Source: an optimization exercise on an open RTL-to-GDS flow (aim: small area). Production flows keep margins and buffers that such runs may drop. Function was checked by simulation only, so behaviour that the tests miss may differ from the original. No activity file was given, so power comes from the tool's default toggle rates.

// IOTDF
module IOTDF( clk, rst, in_en, iot_in, fn_sel, busy, valid, iot_out);
clock: 12.0 ns
lec_check: 0
abc_area: 1
cap_margin: 20
core_margin: 2
core_utilization: 50
slew_margin: 20
standard.sh (not shown) runs the stock make flow with config.mk's settings and CLKGATE_MAP_FILE= SYNTH_SCRIPT=/design/flow/synth_recipe.tcl, a recipe that flattens the netlist after the stock synthesis.
==> flow/flow/run.sh <==
#!/bin/bash
# Layout flow: the standard ORFS flow (standard.sh) with three changes:
#  - synthesis is the standard flow's synth_recipe.tcl unchanged, except that its final
#    technology-mapping abc call runs flow/abc_area_deep.script (a longer
#    area-oriented ABC script). Flip-flops are mapped before that call by
#    dfflibmap and are left as they are, so registers keep their names and cells.
#  - port buffers use sky130_fd_sc_hd__buf_1 (every port is still buffered).
#  - CTS clusters sinks with clkbuf_8 buffers and inserts no dummy loads.
# Each tool's full output stays in the ORFS logs under orfs/logs; make's output
# goes to flow.log in this folder.
set -uo pipefail
W=$(pwd)
{
  echo 'proc abc {args} { set i [lsearch -exact $args -script]; if {$i >= 0} { lset args [expr {$i + 1}] $::env(OWN_ABC_SCRIPT) }; yosys abc {*}$args }'
  cat "$W/synth_recipe.tcl"
} > "$W/synth_own.tcl"
export OWN_ABC_SCRIPT="$W/flow/abc_area_deep.script"
bash "$W/standard.sh" \
  SYNTH_SCRIPT="$W/synth_own.tcl" \
  ABC_AREA=1 \
  BUFFER_PORTS_ARGS="-buffer_cell sky130_fd_sc_hd__buf_1" \
  CTS_ARGS="-sink_clustering_enable -repair_clock_nets -dont_use_dummy_load -sink_clustering_size 20 -sink_clustering_max_diameter 60 -buf_list sky130_fd_sc_hd__clkbuf_8" \
  finish > "$W/flow.log" 2>&1
rc=$?
mkdir -p "$W/logs_copy"
cp -r "$W/orfs/logs/." "$W/logs_copy/" 2>/dev/null || true
exit $rc
==> flow/flow/abc_area_deep.script <==
strash
&get -n
&deepsyn -T 60
&put
dch -f
map -a
topo
stime -c
dnsize -c
Next try:
==> flow/flow/abc_area_deep.script (replaced) <==
strash
&get -n
&deepsyn -T 60
&put
dch -f
map -a
topo
stime -c
buffer -c
upsize -c
dnsize -c
Total power came out lower by 1.0%. Fmax stays flat. Die area went up by 0.54%. Global-route usage drops by 0.77 points. Clock skew came out lower by 6.1 ps. Area after synthesis rose by 0.55%. Non-clock buffer count decreases by 1. Final cell count stays flat. Sequential power barely changes.

* * *

north:
IOTDF, a different RTL version from the one above (not shown whole).
Size in the first run: about 860 cells after synthesis, about 410 flip-flops, ~13000 um^2 of cells after synthesis.
## IOTDF
module IOTDF( clk, rst, in_en, iot_in, fn_sel, busy, valid, iot_out);
Settings: LEC_CHECK=0, ABC_AREA=1, CAP_MARGIN=20, CORE_MARGIN=2, CORE_UTILIZATION=50, CTS_CLUSTER_DIAMETER=100, CTS_CLUSTER_SIZE=30, SLEW_MARGIN=20; clock period 12.0 ns.
run.sh (not shown) runs the stock make flow with config.mk's settings and CLKGATE_MAP_FILE= SYNTH_SCRIPT=/design/flow/synth_recipe.tcl, a recipe that flattens the netlist after the stock synthesis.
Stock flow here: none of the scripts above is used.
north went all the way through the flow, and no timing, DRC or antenna check failed.
> inputs changed (north -> south)
- removing CTS_CLUSTER_SIZE (formerly 30)
- removing CTS_CLUSTER_DIAMETER (formerly 100)
==> flow/flow/run.sh (new file) <==
#!/bin/bash
# Layout flow: the standard ORFS flow (standard.sh) with three changes:
#  - synthesis is the standard flow's synth_recipe.tcl unchanged, except that its final
#    technology-mapping abc call runs flow/abc_area_deep.script (a longer
#    area-oriented ABC script). Flip-flops are mapped before that call by
#    dfflibmap and are left as they are, so registers keep their names and cells.
#  - port buffers use sky130_fd_sc_hd__buf_1 (every port is still buffered).
#  - CTS clusters sinks with clkbuf_8 buffers and inserts no dummy loads.
# Each tool's full output stays in the ORFS logs under orfs/logs; make's output
# goes to flow.log in this folder.
set -uo pipefail
W=$(pwd)
{
  echo 'proc abc {args} { set i [lsearch -exact $args -script]; if {$i >= 0} { lset args [expr {$i + 1}] $::env(OWN_ABC_SCRIPT) }; yosys abc {*}$args }'
  cat "$W/synth_recipe.tcl"
} > "$W/synth_own.tcl"
export OWN_ABC_SCRIPT="$W/flow/abc_area_deep.script"
bash "$W/standard.sh" \
  SYNTH_SCRIPT="$W/synth_own.tcl" \
  ABC_AREA=1 \
  BUFFER_PORTS_ARGS="-buffer_cell sky130_fd_sc_hd__buf_1" \
  CTS_ARGS="-sink_clustering_enable -repair_clock_nets -dont_use_dummy_load -sink_clustering_size 20 -sink_clustering_max_diameter 60 -buf_list sky130_fd_sc_hd__clkbuf_8" \
  finish > "$W/flow.log" 2>&1
rc=$?
mkdir -p "$W/logs_copy"
cp -r "$W/orfs/logs/." "$W/logs_copy/" 2>/dev/null || true
exit $rc
==> flow/flow/abc_area_deep.script (new file) <==
strash
&get -n
&deepsyn -T 60
&put
dch -f
map -a
topo
stime -c
buffer -c
upsize -c
dnsize -c
==> flow/standard.sh (new file) <==
#!/bin/bash
# synth_recipe.tcl (not shown) runs the flow's synth.tcl, then flattens the netlist and writes it again
# the make line also repeats each setting of config.mk as NAME=value (left out here)
make -C /OpenROAD-flow-scripts/flow DESIGN_CONFIG=/design/flow/config.mk WORK_HOME=/design/flow/orfs CLKGATE_MAP_FILE= SYNTH_SCRIPT=/design/flow/synth_recipe.tcl "${@:-finish}"
removed: flow/run.sh
==> run summary <==
Taking north as the reference point, the wire length of south rises by about 1.8%. south completed end to end with timing, DRC and antenna clean. Summary: with north as the reference, net count of the mapped netlist in south moved down by more than 10%. A largest family of logic cells by synthesized area of compound AO/OA/AOI/OAI gates is what south shows, while simple AND/OR/NAND/NOR gates belongs to north. south against north: fraction of the mapped netlist area in compound gates went up 1.8 points, worst setup slack went up by 0.26 ns, final critical path time including I/O delays and setup has decreased, global-route usage increased 0.34 points.

afterwards: timing with drivers on the ports:
No port has a modelled driver above. Below, the same layouts with a new extraction and two added sets of constraints.
Step 1, drivers: a clkbuf_16 drives clk and a buf_2 each remaining input, both assumed.
Step 2 times the ports against the registers' clock, not the clock port: input delays grow and output delays shrink by t, the midpoint of the rising clock arrivals with the driver on.
a / b / c = ideal ports / drivers / drivers and shift; a / b = the first two.
| run | shift t [ns] | setup WS [ns] | slew at the worst register clock pin (ns) |
|---|---|---|---|
| the first run of note 1 | 0.605 | 1.270 / 1.228 / 1.269 | 0.12 / 0.12 |
| the second run of note 1 | 0.601 | 1.247 / 1.227 / 1.227 | 0.12 / 0.12 |
| north | 0.556 | 1.817 / 1.758 / 1.758 | 0.11 / 0.11 |
| south | 0.609 | 2.082 / 2.037 / 2.647 | 0.12 / 0.12 |
After both steps setup and hold are still met in every run listed. For north, which loses most, drivers alone change the setup slack by -0.059 ns; drivers and shift together by -0.059 ns.
